Source: an optimization exercise on an open RTL-to-GDS flow (aim: small area). Production flows keep margins and buffers that such runs may drop. Only simulation tests tie the RTL to the original design; equivalence was not proved. Power is estimated from default activity; no workload was simulated.

## flow/design.v (module list and top-level ports; edited modules follow where they fit)
// module xctrl: 637 lines
// module xflags: 26 lines
// module xregf: 619 lines
// module c_aoi222: 3 lines
// module c_ao22: 3 lines
// module c_ao21: 3 lines
// module c_nand2: 3 lines
// module c_nand3: 3 lines
// module c_nand4: 3 lines
// module c_and2: 3 lines
// module c_and3: 3 lines
// module c_or2: 3 lines
// module c_nor2: 3 lines
// module c_or3: 3 lines
// module c_xor2: 3 lines
// module c_ha: 4 lines
// module xaddr_decoder: 104 lines
// module picoversat: 121 lines
module picoversat (
             input                 clk,
             input                 rst,
             output                trap,
             output                led,
             output [10-2:0]  imem_addr,
             input [32-1:0]  imem_rdata,
             output                dmem_en,
             output                dmem_we,
             output [10-2:0]  dmem_addr,
             output [32-1:0]  dmem_wdata,
             input [32-1:0]   dmem_rdata
             );
  // ...
==> flow/flow/run.sh <==
#!/bin/bash
# The standard layout (standard.sh: the standard flow's own ORFS run with the standard
# synthesis), with the port buffers made of the smallest buffer cell
# (sky130_fd_sc_hd__buf_1) instead of ORFS's default choice. Every input and
# output port still gets its own buffer. ORFS writes each step's log under
# orfs/logs; standard.log holds make's own output.
set -euo pipefail
export BUFFER_PORTS_ARGS="-buffer_cell sky130_fd_sc_hd__buf_1"
bash standard.sh > standard.log 2>&1
==> flow/standard.sh <==
#!/bin/bash
# synth_recipe.tcl (not shown) runs the flow's synth.tcl, then flattens the netlist and writes it again
# the make line also repeats each setting of config.mk as NAME=value (left out here)
make -C /OpenROAD-flow-scripts/flow DESIGN_CONFIG=/design/flow/config.mk WORK_HOME=/design/flow/orfs CLKGATE_MAP_FILE= SYNTH_SCRIPT=/design/flow/synth_recipe.tcl "${@:-finish}"
==> flow/config.mk <==
export PLATFORM = sky130hd
export DESIGN_NAME = picoversat
export DESIGN_NICKNAME = picoversat
export VERILOG_FILES = /design/flow/design.v
export SDC_FILE = /design/flow/constraint.sdc
export NUM_CORES = 4
export LEC_CHECK = 0
export CAP_MARGIN = 10
export CORE_MARGIN = 2
export CORE_UTILIZATION = 65
export CTS_CLUSTER_DIAMETER = 80
export CTS_CLUSTER_SIZE = 25
export GPL_TIMING_DRIVEN = 0
export PLACE_DENSITY = 0.75
export SETUP_SLACK_MARGIN = 0.15
export SLEW_MARGIN = 10
export SYNTH_HIERARCHICAL = 1
==> flow/constraint.sdc <==
create_clock -name core_clock -period 7.5 [get_ports {clk}]
set_input_delay 1.5000 -clock core_clock [delete_from_list [all_inputs] [get_ports {clk}]]
set_output_delay 1.5000 -clock core_clock [all_outputs]
set_load 0.01 [all_outputs]
==> run notes, run 1 <==
* Master cell of the clock root buffer: sky130_fd_sc_hd__clkbuf_16
* Classification of the worst setup path: primary input to flop
* Type of element launching the critical path: primary input
* Worst slew pin tran: between 1 and 1.5 ns
* CTS clk-pin slew, worst paths: approximately 0.090 ns
- Io pins: 120
- Final number of max-transition violations: 0
- Req. time, crit path: roughly 8.0 ns
- Non-clock inverters in the final layout number 11.
* Total routing resource utilization after global routing: 0.4149
- Proportion of power drawn by the clock network: 0.255
- Entering global routing, the biggest net connects 45 pins.
- Filler cell count in the final layout: 2680
- Flip-flop count of the largest register after layout: just over 500
* Full die area: approximately 39000 um2
- Of the available clock period, the critical path in the final layout requires 0.9584.
* Number of standard cells in the final layout excluding fillers: between 2000 and 3000
* Placed wire-length estimate: a little over 50000 um
* H-tree Lvls: 1
* Total power of the final layout: 7.503 mW
- Buffers inserted during clock tree synthesis total 30.
- Die height: about 200 um
* Status: complete, no violations
- The area growth from synthesis to layout is 8.681%.
* Number of flip-flops and latches: a little under 600
* Buffers plus inverters on the worst setup path: 2
- Met1 wire length: ~32000 um
- Once layout is done, the placed cells without fillers occupy between 20000 and 30000 um2.
* Residual antenna-violating net count after detailed routing: 0
* Hold slack: just under 0.5 ns
- The clock arrives with around 0.029 ns of skew.
* Synthesized instance count: roughly 2100
==> run 2: changes to the inputs <==
--- a/flow/design.v
+++ b/flow/design.v
@@ -191,48 +191,16 @@
    wire n208;
    wire n210;
    wire n212;
    wire n214;
    wire n216;
    wire n218;
    wire n220;
    wire n222;
-   wire n224;
-   wire n226;
-   wire n228;
-   wire n230;
-   wire n232;
-   wire n234;
-   wire n236;
-   wire n238;
-   wire n240;
-   wire n242;
-   wire n244;
-   wire n246;
-   wire n248;
-   wire n250;
-   wire n252;
-   wire n254;
-   wire n256;
-   wire n258;
-   wire n260;
-   wire n262;
-   wire n264;
-   wire n266;
-   wire n268;
-   wire n270;
-   wire n272;
-   wire n274;
-   wire n276;
-   wire n278;
-   wire n280;
-   wire n282;
-   wire n284;
-   wire n286;
    wire s0;
    wire s1;
    wire s2;
    wire s3;
    wire s4;
    wire s5;
    wire s6;
    wire s7;
@@ -255,80 +223,80 @@
    wire s24;
    wire s25;
    wire s26;
    wire s27;
    wire s28;
    wire s29;
    wire s30;
    wire s31;
-   wire n320;
-   wire n322;
-   wire n325;
-   wire n327;
-   wire n330;
-   wire n332;
-   wire n335;
-   wire n337;
-   wire n340;
-   wire n342;
-   wire n345;
-   wire n347;
-   wire n350;
-   wire n352;
-   wire n355;
-   wire n357;
-   wire n360;
-   wire n362;
-   wire n365;
-   wire n367;
-   wire n370;
-   wire n372;
-   wire n375;
-   wire n377;
-   wire n380;
-   wire n382;
-   wire n385;
-   wire n387;
-   wire n390;
-   wire n392;
-   wire n395;
-   wire n397;
-   wire n400;
-   wire n402;
-   wire n405;
-   wire n407;
-   wire n410;
-   wire n412;
-   wire n415;
-   wire n417;
-   wire n420;
-   wire n422;
-   wire n425;
-   wire n427;
-   wire n430;
-   wire n432;
-   wire n435;
-   wire n437;
-   wire n440;
-   wire n442;
-   wire n445;
-   wire n447;
-   wire n450;
-   wire n452;
-   wire n455;
-   wire n457;
-   wire n460;
-   wire n462;
-   wire n465;
-   wire n467;
-   wire n470;
-   wire n472;
-   wire n475;
-   wire n477;
+   wire n256;
+   wire n258;
+   wire n261;
+   wire n263;
+   wire n266;
+   wire n268;
+   wire n271;
+   wire n273;
+   wire n276;
+   wire n278;
+   wire n281;
+   wire n283;
+   wire n286;
+   wire n288;
+   wire n291;
+   wire n293;
+   wire n296;
+   wire n298;
+   wire n301;
+   wire n303;
+   wire n306;
+   wire n308;
+   wire n311;
+   wire n313;
+   wire n316;
+   wire n318;
+   wire n321;
+   wire n323;
+   wire n326;
+   wire n328;
+   wire n331;
+   wire n333;
+   wire n336;
+   wire n338;
+   wire n341;
+   wire n343;
+   wire n346;
+   wire n348;
+   wire n351;
+   wire n353;
+   wire n356;
+   wire n358;
+   wire n361;
+   wire n363;
+   wire n366;
+   wire n368;
+   wire n371;
+   wire n373;
+   wire n376;
+   wire n378;
+   wire n381;
+   wire n383;
+   wire n386;
+   wire n388;
+   wire n391;
+   wire n393;
+   wire n396;
+   wire n398;
+   wire n401;
+   wire n403;
+   wire n406;
+   wire n408;
+   wire n411;
+   wire n413;
    c_xor2 u0 (.a(opnd[0]), .b(inv[0]), .y(b0));
    c_xor2 u1 (.a(opnd[1]), .b(inv[0]), .y(b1));
    c_xor2 u2 (.a(opnd[2]), .b(inv[0]), .y(b2));
    c_xor2 u3 (.a(opnd[3]), .b(inv[0]), .y(b3));
    c_xor2 u4 (.a(opnd[4]), .b(inv[0]), .y(b4));
    c_xor2 u5 (.a(opnd[5]), .b(inv[0]), .y(b5));
    c_xor2 u6 (.a(opnd[6]), .b(inv[0]), .y(b6));
    c_xor2 u7 (.a(opnd[7]), .b(inv[0]), .y(b7));
@@ -384,257 +352,225 @@
    c_ha u57 (.a(ra[25]), .b(b25), .s(p25), .co(g25));
    c_ha u58 (.a(ra[26]), .b(b26), .s(p26), .co(g26));
    c_ha u59 (.a(ra[27]), .b(b27), .s(p27), .co(g27));
    c_ha u60 (.a(ra[28]), .b(b28), .s(p28), .co(g28));
    c_ha u61 (.a(ra[29]), .b(b29), .s(p29), .co(g29));
    c_ha u62 (.a(ra[30]), .b(b30), .s(p30), .co(g30));
    c_ha u63 (.a(ra[31]), .b(b31), .s(p31), .co(g31));
    c_ao21 u65 (.a1(p1), .a2(g0), .b(g1), .y(n64));
-   c_and2 u67 (.a(p1), .b(p0), .y(n66));
-   c_ao21 u69 (.a1(p2), .a2(n64), .b(g2), .y(n68));
-   c_and3 u71 (.a(p2), .b(p1), .c(p0), .y(n70));
-   c_ao21 u73 (.a1(p3), .a2(g2), .b(g3), .y(n72));
-   c_and2 u75 (.a(p3), .b(p2), .y(n74));
-   c_ao21 u77 (.a1(n74), .a2(n64), .b(n72), .y(n76));
-   c_and2 u79 (.a(n74), .b(n66), .y(n78));
-   c_ao21 u81 (.a1(p5), .a2(g4), .b(g5), .y(n80));
-   c_and2 u83 (.a(p5), .b(p4), .y(n82));
-   c_ao21 u85 (.a1(p6), .a2(n80), .b(g6), .y(n84));
-   c_and3 u87 (.a(p6), .b(p5), .c(p4), .y(n86));
-   c_ao21 u89 (.a1(p7), .a2(g6), .b(g7), .y(n88));
-   c_and2 u91 (.a(p7), .b(p6), .y(n90));
-   c_ao21 u93 (.a1(n90), .a2(n80), .b(n88), .y(n92));
-   c_and2 u95 (.a(n90), .b(n82), .y(n94));
-   c_ao21 u97 (.a1(p9), .a2(g8), .b(g9), .y(n96));
-   c_and2 u99 (.a(p9), .b(p8), .y(n98));
-   c_ao21 u101 (.a1(p10), .a2(n96), .b(g10), .y(n100));
-   c_and3 u103 (.a(p10), .b(p9), .c(p8), .y(n102));
-   c_ao21 u105 (.a1(p11), .a2(g10), .b(g11), .y(n104));
-   c_and2 u107 (.a(p11), .b(p10), .y(n106));
-   c_ao21 u109 (.a1(n106), .a2(n96), .b(n104), .y(n108));
-   c_and2 u111 (.a(n106), .b(n98), .y(n110));
-   c_ao21 u113 (.a1(p13), .a2(g12), .b(g13), .y(n112));
-   c_and2 u115 (.a(p13), .b(p12), .y(n114));
-   c_ao21 u117 (.a1(p14), .a2(n112), .b(g14), .y(n116));
-   c_and3 u119 (.a(p14), .b(p13), .c(p12), .y(n118));
-   c_ao21 u121 (.a1(p15), .a2(g14), .b(g15), .y(n120));
-   c_and2 u123 (.a(p15), .b(p14), .y(n122));
-   c_ao21 u125 (.a1(n122), .a2(n112), .b(n120), .y(n124));
-   c_and2 u127 (.a(n122), .b(n114), .y(n126));
-   c_ao21 u129 (.a1(p17), .a2(g16), .b(g17), .y(n128));
-   c_and2 u131 (.a(p17), .b(p16), .y(n130));
-   c_ao21 u133 (.a1(p18), .a2(n128), .b(g18), .y(n132));
-   c_and3 u135 (.a(p18), .b(p17), .c(p16), .y(n134));
-   c_ao21 u137 (.a1(p19), .a2(g18), .b(g19), .y(n136));
-   c_and2 u139 (.a(p19), .b(p18), .y(n138));
+   c_ao21 u67 (.a1(p2), .a2(n64), .b(g2), .y(n66));
+   c_ao21 u69 (.a1(p3), .a2(n66), .b(g3), .y(n68));
+   c_and4 u71 (.a(p0), .b(p1), .c(p2), .d(p3), .y(n70));
+   c_ao21 u73 (.a1(p5), .a2(g4), .b(g5), .y(n72));
+   c_ao21 u75 (.a1(p6), .a2(n72), .b(g6), .y(n74));
+   c_ao21 u77 (.a1(p7), .a2(n74), .b(g7), .y(n76));
+   c_and4 u79 (.a(p4), .b(p5), .c(p6), .d(p7), .y(n78));
+   c_ao21 u81 (.a1(p9), .a2(g8), .b(g9), .y(n80));
+   c_ao21 u83 (.a1(p10), .a2(n80), .b(g10), .y(n82));
+   c_ao21 u85 (.a1(p11), .a2(n82), .b(g11), .y(n84));
+   c_and4 u87 (.a(p8), .b(p9), .c(p10), .d(p11), .y(n86));
+   c_ao21 u89 (.a1(p13), .a2(g12), .b(g13), .y(n88));
+   c_ao21 u91 (.a1(p14), .a2(n88), .b(g14), .y(n90));
+   c_ao21 u93 (.a1(p15), .a2(n90), .b(g15), .y(n92));
+   c_and4 u95 (.a(p12), .b(p13), .c(p14), .d(p15), .y(n94));
+   c_ao21 u97 (.a1(p17), .a2(g16), .b(g17), .y(n96));
+   c_ao21 u99 (.a1(p18), .a2(n96), .b(g18), .y(n98));
+   c_ao21 u101 (.a1(p19), .a2(n98), .b(g19), .y(n100));
+   c_and4 u103 (.a(p16), .b(p17), .c(p18), .d(p19), .y(n102));
+   c_ao21 u105 (.a1(p21), .a2(g20), .b(g21), .y(n104));
+   c_ao21 u107 (.a1(p22), .a2(n104), .b(g22), .y(n106));
+   c_ao21 u109 (.a1(p23), .a2(n106), .b(g23), .y(n108));
+   c_and4 u111 (.a(p20), .b(p21), .c(p22), .d(p23), .y(n110));
+   c_ao21 u113 (.a1(p25), .a2(g24), .b(g25), .y(n112));
+   c_ao21 u115 (.a1(p26), .a2(n112), .b(g26), .y(n114));
+   c_ao21 u117 (.a1(p27), .a2(n114), .b(g27), .y(n116));
+   c_and4 u119 (.a(p24), .b(p25), .c(p26), .d(p27), .y(n118));
+   c_ao21 u121 (.a1(p29), .a2(g28), .b(g29), .y(n120));
+   c_ao21 u123 (.a1(p30), .a2(n120), .b(g30), .y(n122));
+   c_ao21 u125 (.a1(p31), .a2(n122), .b(g31), .y(n124));
+   c_and4 u127 (.a(p28), .b(p29), .c(p30), .d(p31), .y(n126));
+   c_ao21 u129 (.a1(n78), .a2(n68), .b(n76), .y(n128));
+   c_and2 u131 (.a(n78), .b(n70), .y(n130));
+   c_ao21 u133 (.a1(n86), .a2(n128), .b(n84), .y(n132));
+   c_and3 u135 (.a(n86), .b(n78), .c(n70), .y(n134));
+   c_ao21 u137 (.a1(n94), .a2(n84), .b(n92), .y(n136));
+   c_and2 u139 (.a(n94), .b(n86), .y(n138));
    c_ao21 u141 (.a1(n138), .a2(n128), .b(n136), .y(n140));
    c_and2 u143 (.a(n138), .b(n130), .y(n142));
-   c_ao21 u145 (.a1(p21), .a2(g20), .b(g21), .y(n144));
-   c_and2 u147 (.a(p21), .b(p20), .y(n146));
-   c_ao21 u149 (.a1(p22), .a2(n144), .b(g22), .y(n148));
-   c_and3 u151 (.a(p22), .b(p21), .c(p20), .y(n150));
-   c_ao21 u153 (.a1(p23), .a2(g22), .b(g23), .y(n152));
-   c_and2 u155 (.a(p23), .b(p22), .y(n154));
-   c_ao21 u157 (.a1(n154), .a2(n144), .b(n152), .y(n156));
-   c_and2 u159 (.a(n154), .b(n146), .y(n158));
-   c_ao21 u161 (.a1(p25), .a2(g24), .b(g25), .y(n160));
-   c_and2 u163 (.a(p25), .b(p24), .y(n162));
-   c_ao21 u165 (.a1(p26), .a2(n160), .b(g26), .y(n164));
-   c_and3 u167 (.a(p26), .b(p25), .c(p24), .y(n166));
-   c_ao21 u169 (.a1(p27), .a2(g26), .b(g27), .y(n168));
-   c_and2 u171 (.a(p27), .b(p26), .y(n170));
-   c_ao21 u173 (.a1(n170), .a2(n160), .b(n168), .y(n172));
-   c_and2 u175 (.a(n170), .b(n162), .y(n174));
-   c_ao21 u177 (.a1(p29), .a2(g28), .b(g29), .y(n176));
-   c_and2 u179 (.a(p29), .b(p28), .y(n178));
-   c_ao21 u181 (.a1(p30), .a2(n176), .b(g30), .y(n180));
-   c_and3 u183 (.a(p30), .b(p29), .c(p28), .y(n182));
-   c_ao21 u185 (.a1(p31), .a2(g30), .b(g31), .y(n184));
-   c_and2 u187 (.a(p31), .b(p30), .y(n186));
-   c_ao21 u189 (.a1(n186), .a2(n176), .b(n184), .y(n188));
-   c_and2 u191 (.a(n186), .b(n178), .y(n190));
-   c_ao21 u193 (.a1(n94), .a2(n76), .b(n92), .y(n192));
-   c_and2 u195 (.a(n94), .b(n78), .y(n194));
-   c_ao21 u197 (.a1(n110), .a2(n192), .b(n108), .y(n196));
-   c_and3 u199 (.a(n110), .b(n94), .c(n78), .y(n198));
-   c_ao21 u201 (.a1(n126), .a2(n108), .b(n124), .y(n200));
-   c_and2 u203 (.a(n126), .b(n110), .y(n202));
-   c_ao21 u205 (.a1(n202), .a2(n192), .b(n200), .y(n204));
-   c_and2 u207 (.a(n202), .b(n194), .y(n206));
-   c_ao21 u209 (.a1(n78), .a2(cin), .b(n76), .y(n208));
-   c_ao21 u211 (.a1(n194), .a2(cin), .b(n192), .y(n210));
-   c_ao21 u213 (.a1(n198), .a2(cin), .b(n196), .y(n212));
-   c_ao21 u215 (.a1(n206), .a2(cin), .b(n204), .y(n214));
-   c_ao21 u217 (.a1(n158), .a2(n140), .b(n156), .y(n216));
-   c_and2 u219 (.a(n158), .b(n142), .y(n218));
-   c_ao21 u221 (.a1(n174), .a2(n216), .b(n172), .y(n220));
-   c_and3 u223 (.a(n174), .b(n158), .c(n142), .y(n222));
-   c_ao21 u225 (.a1(n190), .a2(n172), .b(n188), .y(n224));
-   c_and2 u227 (.a(n190), .b(n174), .y(n226));
-   c_ao21 u229 (.a1(n226), .a2(n216), .b(n224), .y(n228));
-   c_and2 u231 (.a(n226), .b(n218), .y(n230));
-   c_ao21 u233 (.a1(n142), .a2(n214), .b(n140), .y(n232));
-   c_ao21 u235 (.a1(n218), .a2(n214), .b(n216), .y(n234));
-   c_ao21 u237 (.a1(n222), .a2(n214), .b(n220), .y(n236));
-   c_ao21 u239 (.a1(n230), .a2(n214), .b(n228), .y(n238));
-   assign c32 = n238;
-   c_ao21 u241 (.a1(p0), .a2(cin), .b(g0), .y(n240));
-   c_ao21 u243 (.a1(n66), .a2(cin), .b(n64), .y(n242));
-   c_ao21 u245 (.a1(n70), .a2(cin), .b(n68), .y(n244));
-   c_ao21 u247 (.a1(p4), .a2(n208), .b(g4), .y(n246));
-   c_ao21 u249 (.a1(n82), .a2(n208), .b(n80), .y(n248));
-   c_ao21 u251 (.a1(n86), .a2(n208), .b(n84), .y(n250));
-   c_ao21 u253 (.a1(p8), .a2(n210), .b(g8), .y(n252));
-   c_ao21 u255 (.a1(n98), .a2(n210), .b(n96), .y(n254));
-   c_ao21 u257 (.a1(n102), .a2(n210), .b(n100), .y(n256));
-   c_ao21 u259 (.a1(p12), .a2(n212), .b(g12), .y(n258));
-   c_ao21 u261 (.a1(n114), .a2(n212), .b(n112), .y(n260));
-   c_ao21 u263 (.a1(n118), .a2(n212), .b(n116), .y(n262));
-   c_ao21 u265 (.a1(p16), .a2(n214), .b(g16), .y(n264));
-   c_ao21 u267 (.a1(n130), .a2(n214), .b(n128), .y(n266));
-   c_ao21 u269 (.a1(n134), .a2(n214), .b(n132), .y(n268));
-   c_ao21 u271 (.a1(p20), .a2(n232), .b(g20), .y(n270));
-   c_ao21 u273 (.a1(n146), .a2(n232), .b(n144), .y(n272));
-   c_ao21 u275 (.a1(n150), .a2(n232), .b(n148), .y(n274));
-   c_ao21 u277 (.a1(p24), .a2(n234), .b(g24), .y(n276));
-   c_ao21 u279 (.a1(n162), .a2(n234), .b(n160), .y(n278));
-   c_ao21 u281 (.a1(n166), .a2(n234), .b(n164), .y(n280));
-   c_ao21 u283 (.a1(p28), .a2(n236), .b(g28), .y(n282));
-   c_ao21 u285 (.a1(n178), .a2(n236), .b(n176), .y(n284));
-   c_ao21 u287 (.a1(n182), .a2(n236), .b(n180), .y(n286));
-   assign c31 = n286;
-   c_xor2 u288 (.a(p0), .b(cin), .y(s0));
-   c_xor2 u289 (.a(p1), .b(n240), .y(s1));
-   c_xor2 u290 (.a(p2), .b(n242), .y(s2));
-   c_xor2 u291 (.a(p3), .b(n244), .y(s3));
-   c_xor2 u292 (.a(p4), .b(n208), .y(s4));
-   c_xor2 u293 (.a(p5), .b(n246), .y(s5));
-   c_xor2 u294 (.a(p6), .b(n248), .y(s6));
-   c_xor2 u295 (.a(p7), .b(n250), .y(s7));
-   c_xor2 u296 (.a(p8), .b(n210), .y(s8));
-   c_xor2 u297 (.a(p9), .b(n252), .y(s9));
-   c_xor2 u298 (.a(p10), .b(n254), .y(s10));
-   c_xor2 u299 (.a(p11), .b(n256), .y(s11));
-   c_xor2 u300 (.a(p12), .b(n212), .y(s12));
-   c_xor2 u301 (.a(p13), .b(n258), .y(s13));
-   c_xor2 u302 (.a(p14), .b(n260), .y(s14));
-   c_xor2 u303 (.a(p15), .b(n262), .y(s15));
-   c_xor2 u304 (.a(p16), .b(n214), .y(s16));
-   c_xor2 u305 (.a(p17), .b(n264), .y(s17));
-   c_xor2 u306 (.a(p18), .b(n266), .y(s18));
-   c_xor2 u307 (.a(p19), .b(n268), .y(s19));
-   c_xor2 u308 (.a(p20), .b(n232), .y(s20));
-   c_xor2 u309 (.a(p21), .b(n270), .y(s21));
-   c_xor2 u310 (.a(p22), .b(n272), .y(s22));
-   c_xor2 u311 (.a(p23), .b(n274), .y(s23));
-   c_xor2 u312 (.a(p24), .b(n234), .y(s24));
-   c_xor2 u313 (.a(p25), .b(n276), .y(s25));
-   c_xor2 u314 (.a(p26), .b(n278), .y(s26));
-   c_xor2 u315 (.a(p27), .b(n280), .y(s27));
-   c_xor2 u316 (.a(p28), .b(n236), .y(s28));
-   c_xor2 u317 (.a(p29), .b(n282), .y(s29));
-   c_xor2 u318 (.a(p30), .b(n284), .y(s30));
-   c_xor2 u319 (.a(p31), .b(n286), .y(s31));
-   c_aoi222 u321 (.a1(opnd[0]), .a2(ld[0]), .b1(g0), .b2(op_and[0]), .c1(p0), .c2(op_xor[0]), .y(n320));
-   c_aoi222 u323 (.a1(ra[1]), .a2(shr[0]), .b1(s0), .b2(sum_sel[0]), .c1(ra[0]), .c2(1'b0), .y(n322));
-   c_nand2 u324 (.a(n320), .b(n322), .y(ra_nx[0]));
-   c_aoi222 u326 (.a1(opnd[1]), .a2(ld[0]), .b1(g1), .b2(op_and[0]), .c1(p1), .c2(op_xor[0]), .y(n325));
-   c_aoi222 u328 (.a1(ra[0]), .a2(shl[0]), .b1(ra[2]), .b2(shr[0]), .c1(s1), .c2(sum_sel[0]), .y(n327));
-   c_nand2 u329 (.a(n325), .b(n327), .y(ra_nx[1]));
-   c_aoi222 u331 (.a1(opnd[2]), .a2(ld[0]), .b1(g2), .b2(op_and[0]), .c1(p2), .c2(op_xor[0]), .y(n330));
-   c_aoi222 u333 (.a1(ra[1]), .a2(shl[0]), .b1(ra[3]), .b2(shr[0]), .c1(s2), .c2(sum_sel[0]), .y(n332));
-   c_nand2 u334 (.a(n330), .b(n332), .y(ra_nx[2]));
-   c_aoi222 u336 (.a1(opnd[3]), .a2(ld[0]), .b1(g3), .b2(op_and[0]), .c1(p3), .c2(op_xor[0]), .y(n335));
-   c_aoi222 u338 (.a1(ra[2]), .a2(shl[0]), .b1(ra[4]), .b2(shr[0]), .c1(s3), .c2(sum_sel[0]), .y(n337));
-   c_nand2 u339 (.a(n335), .b(n337), .y(ra_nx[3]));
-   c_aoi222 u341 (.a1(opnd[4]), .a2(ld[0]), .b1(g4), .b2(op_and[0]), .c1(p4), .c2(op_xor[0]), .y(n340));
-   c_aoi222 u343 (.a1(ra[3]), .a2(shl[0]), .b1(ra[5]), .b2(shr[0]), .c1(s4), .c2(sum_sel[0]), .y(n342));
-   c_nand2 u344 (.a(n340), .b(n342), .y(ra_nx[4]));
-   c_aoi222 u346 (.a1(opnd[5]), .a2(ld[0]), .b1(g5), .b2(op_and[0]), .c1(p5), .c2(op_xor[0]), .y(n345));
-   c_aoi222 u348 (.a1(ra[4]), .a2(shl[0]), .b1(ra[6]), .b2(shr[0]), .c1(s5), .c2(sum_sel[0]), .y(n347));
-   c_nand2 u349 (.a(n345), .b(n347), .y(ra_nx[5]));
-   c_aoi222 u351 (.a1(opnd[6]), .a2(ld[0]), .b1(g6), .b2(op_and[0]), .c1(p6), .c2(op_xor[0]), .y(n350));
-   c_aoi222 u353 (.a1(ra[5]), .a2(shl[0]), .b1(ra[7]), .b2(shr[0]), .c1(s6), .c2(sum_sel[0]), .y(n352));
-   c_nand2 u354 (.a(n350), .b(n352), .y(ra_nx[6]));
-   c_aoi222 u356 (.a1(opnd[7]), .a2(ld[0]), .b1(g7), .b2(op_and[0]), .c1(p7), .c2(op_xor[0]), .y(n355));
-   c_aoi222 u358 (.a1(ra[6]), .a2(shl[0]), .b1(ra[8]), .b2(shr[0]), .c1(s7), .c2(sum_sel[0]), .y(n357));
-   c_nand2 u359 (.a(n355), .b(n357), .y(ra_nx[7]));
-   c_aoi222 u361 (.a1(opnd[8]), .a2(ld[0]), .b1(g8), .b2(op_and[0]), .c1(p8), .c2(op_xor[0]), .y(n360));
-   c_aoi222 u363 (.a1(ra[7]), .a2(shl[0]), .b1(ra[9]), .b2(shr[0]), .c1(s8), .c2(sum_sel[0]), .y(n362));
-   c_nand2 u364 (.a(n360), .b(n362), .y(ra_nx[8]));
-   c_aoi222 u366 (.a1(opnd[9]), .a2(ld[0]), .b1(g9), .b2(op_and[0]), .c1(p9), .c2(op_xor[0]), .y(n365));
-   c_aoi222 u368 (.a1(ra[8]), .a2(shl[0]), .b1(ra[10]), .b2(shr[0]), .c1(s9), .c2(sum_sel[0]), .y(n367));
-   c_nand2 u369 (.a(n365), .b(n367), .y(ra_nx[9]));
-   c_aoi222 u371 (.a1(opnd[10]), .a2(ld[0]), .b1(g10), .b2(op_and[0]), .c1(p10), .c2(op_xor[0]), .y(n370));
-   c_aoi222 u373 (.a1(ra[9]), .a2(shl[0]), .b1(ra[11]), .b2(shr[0]), .c1(s10), .c2(sum_sel[0]), .y(n372));
-   c_nand2 u374 (.a(n370), .b(n372), .y(ra_nx[10]));
-   c_aoi222 u376 (.a1(opnd[11]), .a2(ld[0]), .b1(g11), .b2(op_and[0]), .c1(p11), .c2(op_xor[0]), .y(n375));
-   c_aoi222 u378 (.a1(ra[10]), .a2(shl[0]), .b1(ra[12]), .b2(shr[0]), .c1(s11), .c2(sum_sel[0]), .y(n377));
-   c_nand2 u379 (.a(n375), .b(n377), .y(ra_nx[11]));
-   c_aoi222 u381 (.a1(opnd[12]), .a2(ld[0]), .b1(g12), .b2(op_and[0]), .c1(p12), .c2(op_xor[0]), .y(n380));
-   c_aoi222 u383 (.a1(ra[11]), .a2(shl[0]), .b1(ra[13]), .b2(shr[0]), .c1(s12), .c2(sum_sel[0]), .y(n382));
-   c_nand2 u384 (.a(n380), .b(n382), .y(ra_nx[12]));
-   c_aoi222 u386 (.a1(opnd[13]), .a2(ld[0]), .b1(g13), .b2(op_and[0]), .c1(p13), .c2(op_xor[0]), .y(n385));
-   c_aoi222 u388 (.a1(ra[12]), .a2(shl[0]), .b1(ra[14]), .b2(shr[0]), .c1(s13), .c2(sum_sel[0]), .y(n387));
-   c_nand2 u389 (.a(n385), .b(n387), .y(ra_nx[13]));
-   c_aoi222 u391 (.a1(opnd[14]), .a2(ld[0]), .b1(g14), .b2(op_and[0]), .c1(p14), .c2(op_xor[0]), .y(n390));
-   c_aoi222 u393 (.a1(ra[13]), .a2(shl[0]), .b1(ra[15]), .b2(shr[0]), .c1(s14), .c2(sum_sel[0]), .y(n392));
-   c_nand2 u394 (.a(n390), .b(n392), .y(ra_nx[14]));
-   c_aoi222 u396 (.a1(opnd[15]), .a2(ld[0]), .b1(g15), .b2(op_and[0]), .c1(p15), .c2(op_xor[0]), .y(n395));
-   c_aoi222 u398 (.a1(ra[14]), .a2(shl[0]), .b1(ra[16]), .b2(shr[0]), .c1(s15), .c2(sum_sel[0]), .y(n397));
-   c_nand2 u399 (.a(n395), .b(n397), .y(ra_nx[15]));
-   c_aoi222 u401 (.a1(opnd[16]), .a2(ld[1]), .b1(g16), .b2(op_and[1]), .c1(p16), .c2(op_xor[1]), .y(n400));
-   c_aoi222 u403 (.a1(ra[15]), .a2(shl[1]), .b1(ra[17]), .b2(shr[1]), .c1(s16), .c2(sum_sel[1]), .y(n402));
-   c_nand2 u404 (.a(n400), .b(n402), .y(ra_nx[16]));
-   c_aoi222 u406 (.a1(opnd[17]), .a2(ld[1]), .b1(g17), .b2(op_and[1]), .c1(p17), .c2(op_xor[1]), .y(n405));
-   c_aoi222 u408 (.a1(ra[16]), .a2(shl[1]), .b1(ra[18]), .b2(shr[1]), .c1(s17), .c2(sum_sel[1]), .y(n407));
-   c_nand2 u409 (.a(n405), .b(n407), .y(ra_nx[17]));
-   c_aoi222 u411 (.a1(opnd[18]), .a2(ld[1]), .b1(g18), .b2(op_and[1]), .c1(p18), .c2(op_xor[1]), .y(n410));
-   c_aoi222 u413 (.a1(ra[17]), .a2(shl[1]), .b1(ra[19]), .b2(shr[1]), .c1(s18), .c2(sum_sel[1]), .y(n412));
-   c_nand2 u414 (.a(n410), .b(n412), .y(ra_nx[18]));
-   c_aoi222 u416 (.a1(opnd[19]), .a2(ld[1]), .b1(g19), .b2(op_and[1]), .c1(p19), .c2(op_xor[1]), .y(n415));
-   c_aoi222 u418 (.a1(ra[18]), .a2(shl[1]), .b1(ra[20]), .b2(shr[1]), .c1(s19), .c2(sum_sel[1]), .y(n417));
-   c_nand2 u419 (.a(n415), .b(n417), .y(ra_nx[19]));
-   c_aoi222 u421 (.a1(opnd[20]), .a2(ld[1]), .b1(g20), .b2(op_and[1]), .c1(p20), .c2(op_xor[1]), .y(n420));
-   c_aoi222 u423 (.a1(ra[19]), .a2(shl[1]), .b1(ra[21]), .b2(shr[1]), .c1(s20), .c2(sum_sel[1]), .y(n422));
-   c_nand2 u424 (.a(n420), .b(n422), .y(ra_nx[20]));
-   c_aoi222 u426 (.a1(opnd[21]), .a2(ld[1]), .b1(g21), .b2(op_and[1]), .c1(p21), .c2(op_xor[1]), .y(n425));
-   c_aoi222 u428 (.a1(ra[20]), .a2(shl[1]), .b1(ra[22]), .b2(shr[1]), .c1(s21), .c2(sum_sel[1]), .y(n427));
-   c_nand2 u429 (.a(n425), .b(n427), .y(ra_nx[21]));
-   c_aoi222 u431 (.a1(opnd[22]), .a2(ld[1]), .b1(g22), .b2(op_and[1]), .c1(p22), .c2(op_xor[1]), .y(n430));
-   c_aoi222 u433 (.a1(ra[21]), .a2(shl[1]), .b1(ra[23]), .b2(shr[1]), .c1(s22), .c2(sum_sel[1]), .y(n432));
-   c_nand2 u434 (.a(n430), .b(n432), .y(ra_nx[22]));
-   c_aoi222 u436 (.a1(opnd[23]), .a2(ld[1]), .b1(g23), .b2(op_and[1]), .c1(p23), .c2(op_xor[1]), .y(n435));
-   c_aoi222 u438 (.a1(ra[22]), .a2(shl[1]), .b1(ra[24]), .b2(shr[1]), .c1(s23), .c2(sum_sel[1]), .y(n437));
-   c_nand2 u439 (.a(n435), .b(n437), .y(ra_nx[23]));
-   c_aoi222 u441 (.a1(opnd[24]), .a2(ld[1]), .b1(g24), .b2(op_and[1]), .c1(p24), .c2(op_xor[1]), .y(n440));
-   c_aoi222 u443 (.a1(ra[23]), .a2(shl[1]), .b1(ra[25]), .b2(shr[1]), .c1(s24), .c2(sum_sel[1]), .y(n442));
-   c_nand2 u444 (.a(n440), .b(n442), .y(ra_nx[24]));
-   c_aoi222 u446 (.a1(opnd[25]), .a2(ld[1]), .b1(g25), .b2(op_and[1]), .c1(p25), .c2(op_xor[1]), .y(n445));
-   c_aoi222 u448 (.a1(ra[24]), .a2(shl[1]), .b1(ra[26]), .b2(shr[1]), .c1(s25), .c2(sum_sel[1]), .y(n447));
-   c_nand2 u449 (.a(n445), .b(n447), .y(ra_nx[25]));
-   c_aoi222 u451 (.a1(opnd[26]), .a2(ld[1]), .b1(g26), .b2(op_and[1]), .c1(p26), .c2(op_xor[1]), .y(n450));
-   c_aoi222 u453 (.a1(ra[25]), .a2(shl[1]), .b1(ra[27]), .b2(shr[1]), .c1(s26), .c2(sum_sel[1]), .y(n452));
-   c_nand2 u454 (.a(n450), .b(n452), .y(ra_nx[26]));
-   c_aoi222 u456 (.a1(opnd[27]), .a2(ld[1]), .b1(g27), .b2(op_and[1]), .c1(p27), .c2(op_xor[1]), .y(n455));
-   c_aoi222 u458 (.a1(ra[26]), .a2(shl[1]), .b1(ra[28]), .b2(shr[1]), .c1(s27), .c2(sum_sel[1]), .y(n457));
-   c_nand2 u459 (.a(n455), .b(n457), .y(ra_nx[27]));
-   c_aoi222 u461 (.a1(opnd[28]), .a2(ld[1]), .b1(g28), .b2(op_and[1]), .c1(p28), .c2(op_xor[1]), .y(n460));
-   c_aoi222 u463 (.a1(ra[27]), .a2(shl[1]), .b1(ra[29]), .b2(shr[1]), .c1(s28), .c2(sum_sel[1]), .y(n462));
-   c_nand2 u464 (.a(n460), .b(n462), .y(ra_nx[28]));
-   c_aoi222 u466 (.a1(opnd[29]), .a2(ld[1]), .b1(g29), .b2(op_and[1]), .c1(p29), .c2(op_xor[1]), .y(n465));
-   c_aoi222 u468 (.a1(ra[28]), .a2(shl[1]), .b1(ra[30]), .b2(shr[1]), .c1(s29), .c2(sum_sel[1]), .y(n467));
-   c_nand2 u469 (.a(n465), .b(n467), .y(ra_nx[29]));
-   c_aoi222 u471 (.a1(opnd[30]), .a2(ld[1]), .b1(g30), .b2(op_and[1]), .c1(p30), .c2(op_xor[1]), .y(n470));
-   c_aoi222 u473 (.a1(ra[29]), .a2(shl[1]), .b1(ra[31]), .b2(shr[1]), .c1(s30), .c2(sum_sel[1]), .y(n472));
-   c_nand2 u474 (.a(n470), .b(n472), .y(ra_nx[30]));
-   c_aoi222 u476 (.a1(opnd[31]), .a2(ld[1]), .b1(g31), .b2(op_and[1]), .c1(p31), .c2(op_xor[1]), .y(n475));
-   c_aoi222 u478 (.a1(ra[30]), .a2(shl[1]), .b1(ra[31]), .b2(shr[1]), .c1(s31), .c2(sum_sel[1]), .y(n477));
-   c_nand2 u479 (.a(n475), .b(n477), .y(ra_nx[31]));
+   c_ao21 u145 (.a1(n70), .a2(cin), .b(n68), .y(n144));
+   c_ao21 u147 (.a1(n130), .a2(cin), .b(n128), .y(n146));
+   c_ao21 u149 (.a1(n134), .a2(cin), .b(n132), .y(n148));
+   c_ao21 u151 (.a1(n142), .a2(cin), .b(n140), .y(n150));
+   c_ao21 u153 (.a1(n110), .a2(n100), .b(n108), .y(n152));
+   c_and2 u155 (.a(n110), .b(n102), .y(n154));
+   c_ao21 u157 (.a1(n118), .a2(n152), .b(n116), .y(n156));
+   c_and3 u159 (.a(n118), .b(n110), .c(n102), .y(n158));
+   c_ao21 u161 (.a1(n126), .a2(n116), .b(n124), .y(n160));
+   c_and2 u163 (.a(n126), .b(n118), .y(n162));
+   c_ao21 u165 (.a1(n162), .a2(n152), .b(n160), .y(n164));
+   c_and2 u167 (.a(n162), .b(n154), .y(n166));
+   c_ao21 u169 (.a1(n102), .a2(n150), .b(n100), .y(n168));
+   c_ao21 u171 (.a1(n154), .a2(n150), .b(n152), .y(n170));
+   c_ao21 u173 (.a1(n158), .a2(n150), .b(n156), .y(n172));
+   c_ao21 u175 (.a1(n166), .a2(n150), .b(n164), .y(n174));
+   assign c32 = n174;
+   c_ao21 u177 (.a1(p0), .a2(cin), .b(g0), .y(n176));
+   c_ao21 u179 (.a1(p1), .a2(n176), .b(g1), .y(n178));
+   c_ao21 u181 (.a1(p2), .a2(n178), .b(g2), .y(n180));
+   c_ao21 u183 (.a1(p4), .a2(n144), .b(g4), .y(n182));
+   c_ao21 u185 (.a1(p5), .a2(n182), .b(g5), .y(n184));
+   c_ao21 u187 (.a1(p6), .a2(n184), .b(g6), .y(n186));
+   c_ao21 u189 (.a1(p8), .a2(n146), .b(g8), .y(n188));
+   c_ao21 u191 (.a1(p9), .a2(n188), .b(g9), .y(n190));
+   c_ao21 u193 (.a1(p10), .a2(n190), .b(g10), .y(n192));
+   c_ao21 u195 (.a1(p12), .a2(n148), .b(g12), .y(n194));
+   c_ao21 u197 (.a1(p13), .a2(n194), .b(g13), .y(n196));
+   c_ao21 u199 (.a1(p14), .a2(n196), .b(g14), .y(n198));
+   c_ao21 u201 (.a1(p16), .a2(n150), .b(g16), .y(n200));
+   c_ao21 u203 (.a1(p17), .a2(n200), .b(g17), .y(n202));
+   c_ao21 u205 (.a1(p18), .a2(n202), .b(g18), .y(n204));
+   c_ao21 u207 (.a1(p20), .a2(n168), .b(g20), .y(n206));
+   c_ao21 u209 (.a1(p21), .a2(n206), .b(g21), .y(n208));
+   c_ao21 u211 (.a1(p22), .a2(n208), .b(g22), .y(n210));
+   c_ao21 u213 (.a1(p24), .a2(n170), .b(g24), .y(n212));
+   c_ao21 u215 (.a1(p25), .a2(n212), .b(g25), .y(n214));
+   c_ao21 u217 (.a1(p26), .a2(n214), .b(g26), .y(n216));
+   c_ao21 u219 (.a1(p28), .a2(n172), .b(g28), .y(n218));
+   c_ao21 u221 (.a1(p29), .a2(n218), .b(g29), .y(n220));
+   c_ao21 u223 (.a1(p30), .a2(n220), .b(g30), .y(n222));
+   assign c31 = n222;
+   c_xor2 u224 (.a(p0), .b(cin), .y(s0));
+   c_xor2 u225 (.a(p1), .b(n176), .y(s1));
+   c_xor2 u226 (.a(p2), .b(n178), .y(s2));
+   c_xor2 u227 (.a(p3), .b(n180), .y(s3));
+   c_xor2 u228 (.a(p4), .b(n144), .y(s4));
+   c_xor2 u229 (.a(p5), .b(n182), .y(s5));
+   c_xor2 u230 (.a(p6), .b(n184), .y(s6));
+   c_xor2 u231 (.a(p7), .b(n186), .y(s7));
+   c_xor2 u232 (.a(p8), .b(n146), .y(s8));
+   c_xor2 u233 (.a(p9), .b(n188), .y(s9));
+   c_xor2 u234 (.a(p10), .b(n190), .y(s10));
+   c_xor2 u235 (.a(p11), .b(n192), .y(s11));
+   c_xor2 u236 (.a(p12), .b(n148), .y(s12));
+   c_xor2 u237 (.a(p13), .b(n194), .y(s13));
+   c_xor2 u238 (.a(p14), .b(n196), .y(s14));
+   c_xor2 u239 (.a(p15), .b(n198), .y(s15));
+   c_xor2 u240 (.a(p16), .b(n150), .y(s16));
+   c_xor2 u241 (.a(p17), .b(n200), .y(s17));
+   c_xor2 u242 (.a(p18), .b(n202), .y(s18));
+   c_xor2 u243 (.a(p19), .b(n204), .y(s19));
+   c_xor2 u244 (.a(p20), .b(n168), .y(s20));
+   c_xor2 u245 (.a(p21), .b(n206), .y(s21));
+   c_xor2 u246 (.a(p22), .b(n208), .y(s22));
+   c_xor2 u247 (.a(p23), .b(n210), .y(s23));
+   c_xor2 u248 (.a(p24), .b(n170), .y(s24));
+   c_xor2 u249 (.a(p25), .b(n212), .y(s25));
+   c_xor2 u250 (.a(p26), .b(n214), .y(s26));
+   c_xor2 u251 (.a(p27), .b(n216), .y(s27));
+   c_xor2 u252 (.a(p28), .b(n172), .y(s28));
+   c_xor2 u253 (.a(p29), .b(n218), .y(s29));
+   c_xor2 u254 (.a(p30), .b(n220), .y(s30));
+   c_xor2 u255 (.a(p31), .b(n222), .y(s31));
+   c_aoi222 u257 (.a1(opnd[0]), .a2(ld[0]), .b1(g0), .b2(op_and[0]), .c1(p0), .c2(op_xor[0]), .y(n256));
+   c_aoi222 u259 (.a1(ra[1]), .a2(shr[0]), .b1(s0), .b2(sum_sel[0]), .c1(ra[0]), .c2(1'b0), .y(n258));
+   c_nand2 u260 (.a(n256), .b(n258), .y(ra_nx[0]));
+   c_aoi222 u262 (.a1(opnd[1]), .a2(ld[0]), .b1(g1), .b2(op_and[0]), .c1(p1), .c2(op_xor[0]), .y(n261));
+   c_aoi222 u264 (.a1(ra[0]), .a2(shl[0]), .b1(ra[2]), .b2(shr[0]), .c1(s1), .c2(sum_sel[0]), .y(n263));
+   c_nand2 u265 (.a(n261), .b(n263), .y(ra_nx[1]));
+   c_aoi222 u267 (.a1(opnd[2]), .a2(ld[0]), .b1(g2), .b2(op_and[0]), .c1(p2), .c2(op_xor[0]), .y(n266));
+   c_aoi222 u269 (.a1(ra[1]), .a2(shl[0]), .b1(ra[3]), .b2(shr[0]), .c1(s2), .c2(sum_sel[0]), .y(n268));
+   c_nand2 u270 (.a(n266), .b(n268), .y(ra_nx[2]));
+   c_aoi222 u272 (.a1(opnd[3]), .a2(ld[0]), .b1(g3), .b2(op_and[0]), .c1(p3), .c2(op_xor[0]), .y(n271));
+   c_aoi222 u274 (.a1(ra[2]), .a2(shl[0]), .b1(ra[4]), .b2(shr[0]), .c1(s3), .c2(sum_sel[0]), .y(n273));
+   c_nand2 u275 (.a(n271), .b(n273), .y(ra_nx[3]));
+   c_aoi222 u277 (.a1(opnd[4]), .a2(ld[0]), .b1(g4), .b2(op_and[0]), .c1(p4), .c2(op_xor[0]), .y(n276));
+   c_aoi222 u279 (.a1(ra[3]), .a2(shl[0]), .b1(ra[5]), .b2(shr[0]), .c1(s4), .c2(sum_sel[0]), .y(n278));
+   c_nand2 u280 (.a(n276), .b(n278), .y(ra_nx[4]));
+   c_aoi222 u282 (.a1(opnd[5]), .a2(ld[0]), .b1(g5), .b2(op_and[0]), .c1(p5), .c2(op_xor[0]), .y(n281));
+   c_aoi222 u284 (.a1(ra[4]), .a2(shl[0]), .b1(ra[6]), .b2(shr[0]), .c1(s5), .c2(sum_sel[0]), .y(n283));
+   c_nand2 u285 (.a(n281), .b(n283), .y(ra_nx[5]));
+   c_aoi222 u287 (.a1(opnd[6]), .a2(ld[0]), .b1(g6), .b2(op_and[0]), .c1(p6), .c2(op_xor[0]), .y(n286));
+   c_aoi222 u289 (.a1(ra[5]), .a2(shl[0]), .b1(ra[7]), .b2(shr[0]), .c1(s6), .c2(sum_sel[0]), .y(n288));
+   c_nand2 u290 (.a(n286), .b(n288), .y(ra_nx[6]));
+   c_aoi222 u292 (.a1(opnd[7]), .a2(ld[0]), .b1(g7), .b2(op_and[0]), .c1(p7), .c2(op_xor[0]), .y(n291));
+   c_aoi222 u294 (.a1(ra[6]), .a2(shl[0]), .b1(ra[8]), .b2(shr[0]), .c1(s7), .c2(sum_sel[0]), .y(n293));
+   c_nand2 u295 (.a(n291), .b(n293), .y(ra_nx[7]));
+   c_aoi222 u297 (.a1(opnd[8]), .a2(ld[0]), .b1(g8), .b2(op_and[0]), .c1(p8), .c2(op_xor[0]), .y(n296));
+   c_aoi222 u299 (.a1(ra[7]), .a2(shl[0]), .b1(ra[9]), .b2(shr[0]), .c1(s8), .c2(sum_sel[0]), .y(n298));
+   c_nand2 u300 (.a(n296), .b(n298), .y(ra_nx[8]));
+   c_aoi222 u302 (.a1(opnd[9]), .a2(ld[0]), .b1(g9), .b2(op_and[0]), .c1(p9), .c2(op_xor[0]), .y(n301));
+   c_aoi222 u304 (.a1(ra[8]), .a2(shl[0]), .b1(ra[10]), .b2(shr[0]), .c1(s9), .c2(sum_sel[0]), .y(n303));
+   c_nand2 u305 (.a(n301), .b(n303), .y(ra_nx[9]));
+   c_aoi222 u307 (.a1(opnd[10]), .a2(ld[0]), .b1(g10), .b2(op_and[0]), .c1(p10), .c2(op_xor[0]), .y(n306));
+   c_aoi222 u309 (.a1(ra[9]), .a2(shl[0]), .b1(ra[11]), .b2(shr[0]), .c1(s10), .c2(sum_sel[0]), .y(n308));
+   c_nand2 u310 (.a(n306), .b(n308), .y(ra_nx[10]));
+   c_aoi222 u312 (.a1(opnd[11]), .a2(ld[0]), .b1(g11), .b2(op_and[0]), .c1(p11), .c2(op_xor[0]), .y(n311));
+   c_aoi222 u314 (.a1(ra[10]), .a2(shl[0]), .b1(ra[12]), .b2(shr[0]), .c1(s11), .c2(sum_sel[0]), .y(n313));
+   c_nand2 u315 (.a(n311), .b(n313), .y(ra_nx[11]));
+   c_aoi222 u317 (.a1(opnd[12]), .a2(ld[0]), .b1(g12), .b2(op_and[0]), .c1(p12), .c2(op_xor[0]), .y(n316));
+   c_aoi222 u319 (.a1(ra[11]), .a2(shl[0]), .b1(ra[13]), .b2(shr[0]), .c1(s12), .c2(sum_sel[0]), .y(n318));
+   c_nand2 u320 (.a(n316), .b(n318), .y(ra_nx[12]));
+   c_aoi222 u322 (.a1(opnd[13]), .a2(ld[0]), .b1(g13), .b2(op_and[0]), .c1(p13), .c2(op_xor[0]), .y(n321));
+   c_aoi222 u324 (.a1(ra[12]), .a2(shl[0]), .b1(ra[14]), .b2(shr[0]), .c1(s13), .c2(sum_sel[0]), .y(n323));
+   c_nand2 u325 (.a(n321), .b(n323), .y(ra_nx[13]));
+   c_aoi222 u327 (.a1(opnd[14]), .a2(ld[0]), .b1(g14), .b2(op_and[0]), .c1(p14), .c2(op_xor[0]), .y(n326));
+   c_aoi222 u329 (.a1(ra[13]), .a2(shl[0]), .b1(ra[15]), .b2(shr[0]), .c1(s14), .c2(sum_sel[0]), .y(n328));
+   c_nand2 u330 (.a(n326), .b(n328), .y(ra_nx[14]));
+   c_aoi222 u332 (.a1(opnd[15]), .a2(ld[0]), .b1(g15), .b2(op_and[0]), .c1(p15), .c2(op_xor[0]), .y(n331));
+   c_aoi222 u334 (.a1(ra[14]), .a2(shl[0]), .b1(ra[16]), .b2(shr[0]), .c1(s15), .c2(sum_sel[0]), .y(n333));
+   c_nand2 u335 (.a(n331), .b(n333), .y(ra_nx[15]));
+   c_aoi222 u337 (.a1(opnd[16]), .a2(ld[1]), .b1(g16), .b2(op_and[1]), .c1(p16), .c2(op_xor[1]), .y(n336));
+   c_aoi222 u339 (.a1(ra[15]), .a2(shl[1]), .b1(ra[17]), .b2(shr[1]), .c1(s16), .c2(sum_sel[1]), .y(n338));
+   c_nand2 u340 (.a(n336), .b(n338), .y(ra_nx[16]));
+   c_aoi222 u342 (.a1(opnd[17]), .a2(ld[1]), .b1(g17), .b2(op_and[1]), .c1(p17), .c2(op_xor[1]), .y(n341));
+   c_aoi222 u344 (.a1(ra[16]), .a2(shl[1]), .b1(ra[18]), .b2(shr[1]), .c1(s17), .c2(sum_sel[1]), .y(n343));
+   c_nand2 u345 (.a(n341), .b(n343), .y(ra_nx[17]));
+   c_aoi222 u347 (.a1(opnd[18]), .a2(ld[1]), .b1(g18), .b2(op_and[1]), .c1(p18), .c2(op_xor[1]), .y(n346));
+   c_aoi222 u349 (.a1(ra[17]), .a2(shl[1]), .b1(ra[19]), .b2(shr[1]), .c1(s18), .c2(sum_sel[1]), .y(n348));
+   c_nand2 u350 (.a(n346), .b(n348), .y(ra_nx[18]));
+   c_aoi222 u352 (.a1(opnd[19]), .a2(ld[1]), .b1(g19), .b2(op_and[1]), .c1(p19), .c2(op_xor[1]), .y(n351));
+   c_aoi222 u354 (.a1(ra[18]), .a2(shl[1]), .b1(ra[20]), .b2(shr[1]), .c1(s19), .c2(sum_sel[1]), .y(n353));
+   c_nand2 u355 (.a(n351), .b(n353), .y(ra_nx[19]));
+   c_aoi222 u357 (.a1(opnd[20]), .a2(ld[1]), .b1(g20), .b2(op_and[1]), .c1(p20), .c2(op_xor[1]), .y(n356));
+   c_aoi222 u359 (.a1(ra[19]), .a2(shl[1]), .b1(ra[21]), .b2(shr[1]), .c1(s20), .c2(sum_sel[1]), .y(n358));
+   c_nand2 u360 (.a(n356), .b(n358), .y(ra_nx[20]));
+   c_aoi222 u362 (.a1(opnd[21]), .a2(ld[1]), .b1(g21), .b2(op_and[1]), .c1(p21), .c2(op_xor[1]), .y(n361));
+   c_aoi222 u364 (.a1(ra[20]), .a2(shl[1]), .b1(ra[22]), .b2(shr[1]), .c1(s21), .c2(sum_sel[1]), .y(n363));
+   c_nand2 u365 (.a(n361), .b(n363), .y(ra_nx[21]));
+   c_aoi222 u367 (.a1(opnd[22]), .a2(ld[1]), .b1(g22), .b2(op_and[1]), .c1(p22), .c2(op_xor[1]), .y(n366));
+   c_aoi222 u369 (.a1(ra[21]), .a2(shl[1]), .b1(ra[23]), .b2(shr[1]), .c1(s22), .c2(sum_sel[1]), .y(n368));
+   c_nand2 u370 (.a(n366), .b(n368), .y(ra_nx[22]));
+   c_aoi222 u372 (.a1(opnd[23]), .a2(ld[1]), .b1(g23), .b2(op_and[1]), .c1(p23), .c2(op_xor[1]), .y(n371));
+   c_aoi222 u374 (.a1(ra[22]), .a2(shl[1]), .b1(ra[24]), .b2(shr[1]), .c1(s23), .c2(sum_sel[1]), .y(n373));
+   c_nand2 u375 (.a(n371), .b(n373), .y(ra_nx[23]));
+   c_aoi222 u377 (.a1(opnd[24]), .a2(ld[1]), .b1(g24), .b2(op_and[1]), .c1(p24), .c2(op_xor[1]), .y(n376));
+   c_aoi222 u379 (.a1(ra[23]), .a2(shl[1]), .b1(ra[25]), .b2(shr[1]), .c1(s24), .c2(sum_sel[1]), .y(n378));
+   c_nand2 u380 (.a(n376), .b(n378), .y(ra_nx[24]));
+   c_aoi222 u382 (.a1(opnd[25]), .a2(ld[1]), .b1(g25), .b2(op_and[1]), .c1(p25), .c2(op_xor[1]), .y(n381));
+   c_aoi222 u384 (.a1(ra[24]), .a2(shl[1]), .b1(ra[26]), .b2(shr[1]), .c1(s25), .c2(sum_sel[1]), .y(n383));
+   c_nand2 u385 (.a(n381), .b(n383), .y(ra_nx[25]));
+   c_aoi222 u387 (.a1(opnd[26]), .a2(ld[1]), .b1(g26), .b2(op_and[1]), .c1(p26), .c2(op_xor[1]), .y(n386));
+   c_aoi222 u389 (.a1(ra[25]), .a2(shl[1]), .b1(ra[27]), .b2(shr[1]), .c1(s26), .c2(sum_sel[1]), .y(n388));
+   c_nand2 u390 (.a(n386), .b(n388), .y(ra_nx[26]));
+   c_aoi222 u392 (.a1(opnd[27]), .a2(ld[1]), .b1(g27), .b2(op_and[1]), .c1(p27), .c2(op_xor[1]), .y(n391));
+   c_aoi222 u394 (.a1(ra[26]), .a2(shl[1]), .b1(ra[28]), .b2(shr[1]), .c1(s27), .c2(sum_sel[1]), .y(n393));
+   c_nand2 u395 (.a(n391), .b(n393), .y(ra_nx[27]));
+   c_aoi222 u397 (.a1(opnd[28]), .a2(ld[1]), .b1(g28), .b2(op_and[1]), .c1(p28), .c2(op_xor[1]), .y(n396));
+   c_aoi222 u399 (.a1(ra[27]), .a2(shl[1]), .b1(ra[29]), .b2(shr[1]), .c1(s28), .c2(sum_sel[1]), .y(n398));
+   c_nand2 u400 (.a(n396), .b(n398), .y(ra_nx[28]));
+   c_aoi222 u402 (.a1(opnd[29]), .a2(ld[1]), .b1(g29), .b2(op_and[1]), .c1(p29), .c2(op_xor[1]), .y(n401));
+   c_aoi222 u404 (.a1(ra[28]), .a2(shl[1]), .b1(ra[30]), .b2(shr[1]), .c1(s29), .c2(sum_sel[1]), .y(n403));
+   c_nand2 u405 (.a(n401), .b(n403), .y(ra_nx[29]));
+   c_aoi222 u407 (.a1(opnd[30]), .a2(ld[1]), .b1(g30), .b2(op_and[1]), .c1(p30), .c2(op_xor[1]), .y(n406));
+   c_aoi222 u409 (.a1(ra[29]), .a2(shl[1]), .b1(ra[31]), .b2(shr[1]), .c1(s30), .c2(sum_sel[1]), .y(n408));
+   c_nand2 u410 (.a(n406), .b(n408), .y(ra_nx[30]));
+   c_aoi222 u412 (.a1(opnd[31]), .a2(ld[1]), .b1(g31), .b2(op_and[1]), .c1(p31), .c2(op_xor[1]), .y(n411));
+   c_aoi222 u414 (.a1(ra[30]), .a2(shl[1]), .b1(ra[31]), .b2(shr[1]), .c1(s31), .c2(sum_sel[1]), .y(n413));
+   c_nand2 u415 (.a(n411), .b(n413), .y(ra_nx[31]));
    assign sum31 = s31;
    xflags flags (.ra31(ra[31]), .ra30(ra[30]), .opnd(opnd), .cin(cin),
                  .c32(c32), .c31(c31), .sum31(sum31), .p31(p31), .g31(g31),
                  .arith(arith), .shl(shl[1]), .shr(shr[1]), .op_and(op_and[1]),
                  .rc_nx(rc_nx));
 endmodule
 module xflags (
                input        ra31,
@@ -1302,16 +1238,19 @@
    assign y = ~(a & b & c & d);
 endmodule
 module c_and2 (input a, b, output y);
    assign y = a & b;
 endmodule
 module c_and3 (input a, b, c, output y);
    assign y = a & b & c;
 endmodule
+module c_and4 (input a, b, c, d, output y);
+   assign y = a & b & c & d;
+endmodule
 module c_or2 (input a, b, output y);
    assign y = a | b;
 endmodule
 module c_nor2 (input a, b, output y);
    assign y = ~(a | b);
 endmodule
 module c_or3 (input a, b, c, output y);
    assign y = a | b | c;
==> flow/config.mk (replaced) <==
export PLATFORM = sky130hd
export DESIGN_NAME = picoversat
export DESIGN_NICKNAME = picoversat
export VERILOG_FILES = /design/flow/design.v
export SDC_FILE = /design/flow/constraint.sdc
export NUM_CORES = 4
export LEC_CHECK = 0
export CAP_MARGIN = 5
export CORE_MARGIN = 2
export CORE_UTILIZATION = 55
export CTS_CLUSTER_DIAMETER = 100
export CTS_CLUSTER_SIZE = 20
export GPL_TIMING_DRIVEN = 0
export PLACE_DENSITY = 0.65
export SETUP_SLACK_MARGIN = 0.15
export SLEW_MARGIN = 5
export SYNTH_HIERARCHICAL = 1
==> run 2 against run 1 <==
  * Cell area up 0.21%
  * Final cell count rose by 3.4%
  * Critical path depth grew 3
  * Non-clock buffer count grew 3
  * Die area increased by 17%
  * Sequential share of layout area is 0.099 points lower
  * Setup slack lost 0.10 ns
  * Via count shrank 2.3%
==> run notes, run 2 <==
- Port Buffers: 119
* Number of CTS-inserted buffers: 35 (+17%)
* Max incr delay on CP: ~0.66 ns
- Critical Path Sink Type: flop
* Number of hold violations in the final report: 0
- Total of warnings raised by yosys: 7
- Registers with the most flip-flops: rf x512, ra x32, rb x32
* Final number of max-transition violations: 0 (unchanged)
- Setup violations, final: 0
* Relative slew margins: 0.07162
* Master cell of the clock root buffer: sky130_fd_sc_hd__clkbuf_16
- Area delta synth->final: 9.776%
* Wire length of the first global-routing pass: 126100 um
- In this run the static leakage power is 10.71 nW.
- Share of post-route cells with drive strength above 1: 0.04874
- Inst Count DP: 2750
- The floorplan has between 70 and 80 rows.
- Register name with the most flops: rf
- Measured along the x axis, the die boundary spans about 210 um.
- The core region is approximately 43000 um2.
* Clock latency (worst-skew pair): slightly below 0.6 ns
* Classification of the worst setup path: primary input to flop
- The final worst-path cycle share came to 0.9718 (+0.01343).
- Kind of cell adding the most delay to the critical path: compound AO/OA/AOI/OAI gates
- Based on the critical path, the design can be clocked at up to about 140 MHz.
- Worst reg2reg setup slack: around 0.77 ns
* Total routing resource utilization after global routing: 0.3659 (-0.04894)
- Violation count after the first detailed-route iteration: 3517
* Final design utilization: 0.6119
* Overall routed net length: ~86000 um
* Post-synthesis area per instance: approximately 12 um2
* H-tree Lvls: 2 (+1)
- Post-layout net count: between 2000 and 2500
- Type of element launching the critical path: primary input
- Synthesized instance count: 2043 (-1.5%)
- Cell type with the highest occurrence count on the critical path: sky130_fd_sc_hd__a21o_1
* Worst ir drop on vdd: 0.3167 mV
- CTS clk-pin slew, worst paths: 0.11 ns (+0.02 ns)
* Post-Synthesis Cell Area: around 24000 um2
- The residual antenna-violating net count after detailed routing was 0 (unchanged).
- The number of top-level design ports is 120 (unchanged).
- Number of standard cells in the final layout excluding fillers: 2805 (+3.4%)
* Areal power density over the cells: between 200 and 300 nW/um2
- Detailed routing inserted a total of roughly 21000 vias.
- Clock skew after layout: 0.03677 ns (+0.008188 ns)
- Status: complete, no violations
- Flip-flop count of the largest register after layout: 512 (unchanged)
- For this configuration, the core starts out at a cell density of 0.5574.
* Most common cell after layout, fill and taps aside: sky130_fd_sc_hd__a22o_1
* Fin crit period: 7.289 ns
- Buffer depth of the longest clock path: 3
* Number of sinks driven by the clock tree: about 600
* Final weighted congestion of routability-driven global placement: between 0.9 and 1
- Total of hold buffers inserted after clock tree synthesis: 0
- The area of the die is 45340 um2 (+17%).
- Average via count per standard cell: 7.598
* Highest-count cells in the layout ignoring fill and taps: 577 x sky130_fd_sc_hd__a22o_1, 512 x sky130_fd_sc_hd__dfxtp_1, 259 x sky130_fd_sc_hd__a222oi_1
- The number of global-route vias before repair was slightly below 20000.
* RSZ-0062 raised after global routing: false
* Pre-antenna DRT Iters: 13
* Average wire per standard cell: 30.51 um
- Net count after synthesis: about 2100
* CTS tree: built
* Setup TNS: 0 ns
- The vertical die dimension is 212.9 um (+8.1%).
* Global route total overflow: 0
- The slew at the pin closest to its max-slew limit is 1.387 ns (+0.06840 ns).
- DRC violations left: 0
- The required time of the critical path came to 7.99 ns (-0.03 ns).
- The maximum number of pins on one net before global-route repair is 50 (+11%).
- The half-perimeter wire length of the detailed placement result is 52940 um (+2.0%).
* Maximum fanout count along the critical path: 16
* Cell type of the slowest stage on the worst timing path: sky130_fd_sc_hd__a222oi_1
- At the worst endpoint, the arrival time is 7.78 ns.
- The number of antenna violations at the first check in global routing is 4.
- Min-Delay Path Class: flop to flop
- Filler cell count in the final layout: 3596 (+34%)
- Buffers plus inverters on the worst setup path: 2 (unchanged)
* Number of max-capacitance violations reported: 0
[run 2: routing by layer]
metal  GRT usage  vias to the layer above  part of all wire
met5           0                        -                 0
met4      0.1645                        0             0.047
met3     0.04957                      215             0.092
met2      0.5597                     1337              0.45
met1      0.5162                    10690              0.41
li1            -                     9072                 -
[run 2: path summary, 6_finish.rpt]
path / cells after the start / end / from
worst max-delay path: 26 / rc[1]$_DFF_PP0_ / imem_rdata[30]
worst min-delay path: 1 / rf[97]$_DFF_P_ / rf[97]$_DFF_P_
worst max register to register: 24 / rc[1]$_DFF_PP0_ / ra[9]$_DFF_PP0_
worst min register to register: 1 / rf[97]$_DFF_P_ / rf[97]$_DFF_P_
max in group asynchronous: 3 / ra[5]$_DFF_PP0_ / rst
min in group asynchronous: 2 / pc[7]$_DFF_PP0_ / rst
[run 2: where the power goes]
group / internal, mW / leakage (nW) / switching, mW
clock network: 0.902 / 0.474 / 1.06
registers: 3.24 / 5.13 / 0.937
logic: 0.601 / 5.11 / 0.716
total: 4.75 / 10.7 / 2.71
[run 2: layout make-up]
class,count,area [um2],area share
flip-flops and latches,589,12180,0.4620
multi-input cells,1436,11840,0.4493
clock buffers,46,959.7,0.03641
well taps,585,732.0,0.02777
repair buffers,125,528.0,0.02003
plain buffers,8,47.55,0.001804
inverters,11,43.79,0.001662
clock inverters,1,16.27,0.0006171
diodes,4,10.01,0.0003798
[run 2: repair_timing]
item	CTS	global route
gates cloned	1	0
pin swaps	5	4
gates resized for setup	10	27
buffers inserted	2	0
endpoints found under the setup margin	8	8
[run 2: per-stage QoR]
step / hold slack [ns] / area (um2) / worst slack (ns) / power [mW]
2_1_floorplan: 0.4421 / 24010 / 1.036 / 4.738
3_3_place_gp: 0.4552 / 25190 / -1.570 / 5.465
3_5_place_dp: 0.4550 / 25270 / -0.7483 / 5.510
4_1_cts: 0.4804 / 26300 / 0.1685 / 7.423
5_1_grt: 0.4862 / 26360 / 0.1466 / 7.719
6_report: 0.4792 / 26360 / 0.2112 / 7.456

-- re-timing with driven ports --
The results above use ideal ports. As a check the final layouts listed here were re-extracted and re-timed, cells and wires unchanged.
Step 1: set_driving_cell puts a clkbuf_16 on clk and a buf_2 on each other input, an assumption about the parent block.
Step 2 moves the port delays by t, midway between the first and last clock arrival at a register: inputs arrive t later, outputs are due t later. That takes back most of the time a late clock gives input paths.
Three values: ideal ports, drivers, drivers and shift; two values: the first two.
run	t (ns)	setup WS [ns]	hold slack, ns	latest minus earliest clock arrival (ns)	worst data-port slew with drivers (ns)
run 1	0.680	0.312 / 0.348 / -0.332	0.485 / 0.485 / 0.485	0.034 / 0.034	0.08
run 2	0.635	0.211 / 0.248 / -0.387	0.479 / 0.479 / 0.479	0.037 / 0.037	0.08
Met with ideal ports but missed after step 2: setup timing in run 1 and run 2. For run 1, which loses most, drivers alone change the setup slack by +0.036 ns; drivers and shift together by -0.644 ns.
